This design comes from an exercise in tuning for small area and a short achievable clock period on the open sky130 flow, not from production work. Function was checked by simulation only, so behaviour that the tests miss may differ from the original.

==> flow/design.v (excerpt) <==
module clk_ctrl
(
	input  wire        clk_i,
	input  wire        rstn_i,
	input  wire [15:0] freq,
	output wire        dds1_o,
	output wire        dds_o
);
reg  [15:0] fr;
reg  [31:0] cnt;      
reg  [31:0] cnt1;     
reg  [2:0]  pa;       
reg  [4:0]  pb;       
reg         dds;
reg         dds1;
wire [31:0] cnt_n;
wire [31:0] cnt1_n;
wire [2:0]  pa_n;
wire [4:0]  pb_n;
wire        dds_n;
wire        dds1_n;
wire [10:0] gq;       
localparam [31:0] CNT_INV  = 32'h00000000;
localparam [31:0] CNT1_INV = 32'h00000000;
always @(posedge clk_i or negedge rstn_i)
	if (rstn_i == 1'b0) begin
		fr   <= 16'd0;
		cnt  <= CNT_INV;
		cnt1 <= CNT1_INV;
		pa   <= 0;
		pb   <= 0;
		dds  <= 1'b0;
		dds1 <= 1'b0;
	end else begin
		fr   <= freq;
		cnt  <= cnt_n;
		cnt1 <= cnt1_n;
		pa   <= pa_n;
		pb   <= pb_n;
		dds  <= dds_n;
		dds1 <= dds1_n;
	end
assign dds_o  = dds;
assign dds1_o = dds1;
wire n_1;
wire n_2;
wire n_3;
wire n_4;
wire n_5;
wire n_6;
wire n_7;
wire n_8;
wire n_9;
wire n_10;
wire n_11;
wire n_12;
wire n_13;
wire n_14;
wire n_15;
wire n_16;
wire p3s_17;
wire p3c_18;
wire p3s_19;
wire p3c_20;
wire p3s_21;
wire p3c_22;
wire p3s_23;
wire p3c_24;
wire p3s_25;
wire p3c_26;
wire p3s_27;
wire p3c_28;
wire p3s_29;
wire p3c_30;
wire p3s_31;
wire p3c_32;
wire p3s_33;
wire p3c_34;
wire p3s_35;
wire p3c_36;
wire p3s_37;
wire p3c_38;
wire p3s_39;
wire p3c_40;
wire p3s_41;
wire p3c_42;
wire p3s_43;
wire p3c_44;
wire p3s_45;
wire p3c_46;
wire p3s_47;
wire p3c_48;
  ...
For scale: about 90 flip-flops, roughly 20 I/O pins.
==> flow/config.mk <==
export PLATFORM = sky130hd
export DESIGN_NAME = clk_ctrl
export DESIGN_NICKNAME = clk_ctrl
export VERILOG_FILES = /design/flow/design.v
export SDC_FILE = /design/flow/constraint.sdc
export NUM_CORES = 4
export LEC_CHECK = 0
export CAP_MARGIN = 0
export CORE_MARGIN = 2
export CORE_UTILIZATION = 40
export CTS_BUF_LIST = sky130_fd_sc_hd__clkbuf_8
export SLEW_MARGIN = 0
export SYNTH_HIERARCHICAL = 1
==> flow/constraint.sdc <==
create_clock -name core_clock -period 70.0 [get_ports {clk_i}]
set_input_delay 14.0000 -clock core_clock [delete_from_list [all_inputs] [get_ports {clk_i}]]
set_output_delay 14.0000 -clock core_clock [all_outputs]
set_load 0.01 [all_outputs]
standard.sh (not shown) runs the stock make flow with config.mk's settings and CLKGATE_MAP_FILE= SYNTH_SCRIPT=/design/flow/synth_recipe.tcl, a recipe that flattens the netlist after the stock synthesis.
==> flow/flow/run.sh <==
#!/bin/bash
# The standard layout (standard.sh, all ORFS steps unchanged), except that the
# port buffers that buffer_ports inserts are plain sky130_fd_sc_hd__buf_1 cells
# instead of the delay buffers it picks by default. Every port is still buffered.
set -euo pipefail
export BUFFER_PORTS_ARGS="-buffer_cell sky130_fd_sc_hd__buf_1"
bash standard.sh finish > standard_make.log 2>&1
Rerun with:
--- a/flow/config.mk
+++ b/flow/config.mk
@@ -6,8 +6,9 @@
 export NUM_CORES = 4
 export LEC_CHECK = 0
-export CAP_MARGIN = 0
+export CAP_MARGIN = 20
 export CORE_MARGIN = 2
 export CORE_UTILIZATION = 40
 export CTS_BUF_LIST = sky130_fd_sc_hd__clkbuf_8
-export SLEW_MARGIN = 0
+export CTS_CLUSTER_DIAMETER = 100
+export SLEW_MARGIN = 20
 export SYNTH_HIERARCHICAL = 1
Flip-flop and latch count is unchanged.
Cell count stays the same.
Hold slack stays the same.
Wire length stays the same.
Rerun with:
--- a/flow/config.mk
+++ b/flow/config.mk
@@ -6,9 +6,9 @@
 export NUM_CORES = 4
 export LEC_CHECK = 0
+export ABC_AREA = 1
 export CAP_MARGIN = 20
 export CORE_MARGIN = 2
 export CORE_UTILIZATION = 40
 export CTS_BUF_LIST = sky130_fd_sc_hd__clkbuf_8
-export CTS_CLUSTER_DIAMETER = 100
 export SLEW_MARGIN = 20
 export SYNTH_HIERARCHICAL = 1
=>
- global-route usage shrinks by 0.30 points
- first-iteration DRC count shrinks by a few percent
- setup slack is worse by 0.012 ns
- design area grows slightly
- wire length shrinks slightly
- final cell count grows by a few percent
- non-clock buffer count grows by 3
- via count grows by a few percent
- core utilization grows by 0.45 points
Rerun with:
==> flow/run.sh (new file) <==
#!/bin/bash
# synth_recipe.tcl (not shown) runs the flow's synth.tcl, then flattens the netlist and writes it again
# the make line also repeats each setting of config.mk as NAME=value (left out here)
make -C /OpenROAD-flow-scripts/flow DESIGN_CONFIG=/design/flow/config.mk WORK_HOME=/design/flow/orfs CLKGATE_MAP_FILE= SYNTH_SCRIPT=/design/flow/synth_recipe.tcl finish
--- a/flow/config.mk
+++ b/flow/config.mk
@@ -6,9 +6,7 @@
 export NUM_CORES = 4
 export LEC_CHECK = 0
-export ABC_AREA = 1
 export CAP_MARGIN = 20
 export CORE_MARGIN = 2
 export CORE_UTILIZATION = 40
-export CTS_BUF_LIST = sky130_fd_sc_hd__clkbuf_8
 export SLEW_MARGIN = 20
 export SYNTH_HIERARCHICAL = 1
removed: flow/flow/run.sh
removed: flow/standard.sh
- The new run ran to the end with no violations
- final cell count fell by 5.6%
- global-route usage rose by 0.61 points
- sequential share of layout area is about the same
- synthesized area fell by 1.0%
- die area fell by 1.0%
- final area rose by 0.45%
Rerun with:
==> flow/flow/run.sh (new file) <==
#!/bin/bash
# The standard layout (standard.sh, all ORFS steps unchanged), except that the
# port buffers that buffer_ports inserts are plain sky130_fd_sc_hd__buf_1 cells
# instead of the delay buffers it picks by default. Every port is still buffered.
set -euo pipefail
export BUFFER_PORTS_ARGS="-buffer_cell sky130_fd_sc_hd__buf_1"
bash standard.sh finish > standard_make.log 2>&1
==> flow/standard.sh (new file) <==
#!/bin/bash
# synth_recipe.tcl (not shown) runs the flow's synth.tcl, then flattens the netlist and writes it again
# the make line also repeats each setting of config.mk as NAME=value (left out here)
make -C /OpenROAD-flow-scripts/flow DESIGN_CONFIG=/design/flow/config.mk WORK_HOME=/design/flow/orfs CLKGATE_MAP_FILE= SYNTH_SCRIPT=/design/flow/synth_recipe.tcl "${@:-finish}"
--- a/flow/config.mk
+++ b/flow/config.mk
@@ -9,4 +9,6 @@
 export CORE_MARGIN = 2
 export CORE_UTILIZATION = 40
+export CTS_BUF_LIST = sky130_fd_sc_hd__clkbuf_16
+export CTS_CLUSTER_SIZE = 30
 export SLEW_MARGIN = 20
 export SYNTH_HIERARCHICAL = 1
removed: flow/run.sh
=> Core utilization went down by 0.46 points. Final area went down by 1.0%. Clock skew hardly moves. Worst hold slack degrades by 0.037 ns. Synthesized cell count does not change.

-- afterwards: timing with drivers on the ports --
In the flow no input, the clock included, has a driving cell. The finished layouts below were timed again as built, in two steps.
Step 1 (the two cells are an assumption about what drives the block):
set clk [get_ports {clk_i}]
set_driving_cell -lib_cell sky130_fd_sc_hd__clkbuf_16 $clk
set_driving_cell -lib_cell sky130_fd_sc_hd__buf_2 [delete_from_list [all_inputs] $clk]
Step 2 times the ports against the registers' clock, not the clock port: input delays grow and output delays shrink by t, the midpoint of the rising clock arrivals with the driver on.
Slacks: ideal ports / drivers / drivers and shift; pairs: ideal ports / drivers.
run | t, ns | setup slack, ns | worst setup path after step 2 | worst register clock-pin slew, ns | worst slew at a driven data input, ns
the first run | 0.430 | 55.118 / 55.076 / 54.867 | input, reset recovery | 0.12 / 0.12 | 0.03
the second run | 0.430 | 55.118 / 55.076 / 54.867 | input, reset recovery | 0.12 / 0.12 | 0.03
the third run | 0.422 | 55.105 / 55.062 / 54.825 | input, reset recovery | 0.11 / 0.11 | 0.03
the fourth run | 0.409 | 54.751 / 54.703 / 54.861 | input, reset recovery | 0.07 / 0.07 | 0.03
the fifth run | 0.401 | 55.161 / 55.115 / 54.857 | input, reset recovery | 0.07 / 0.07 | 0.03
After both steps every run listed still meets setup and hold. The setup slack of the fifth run, which loses most, moves by -0.046 ns with the drivers and by -0.304 ns with both steps. Setup slack includes reset recovery checks.
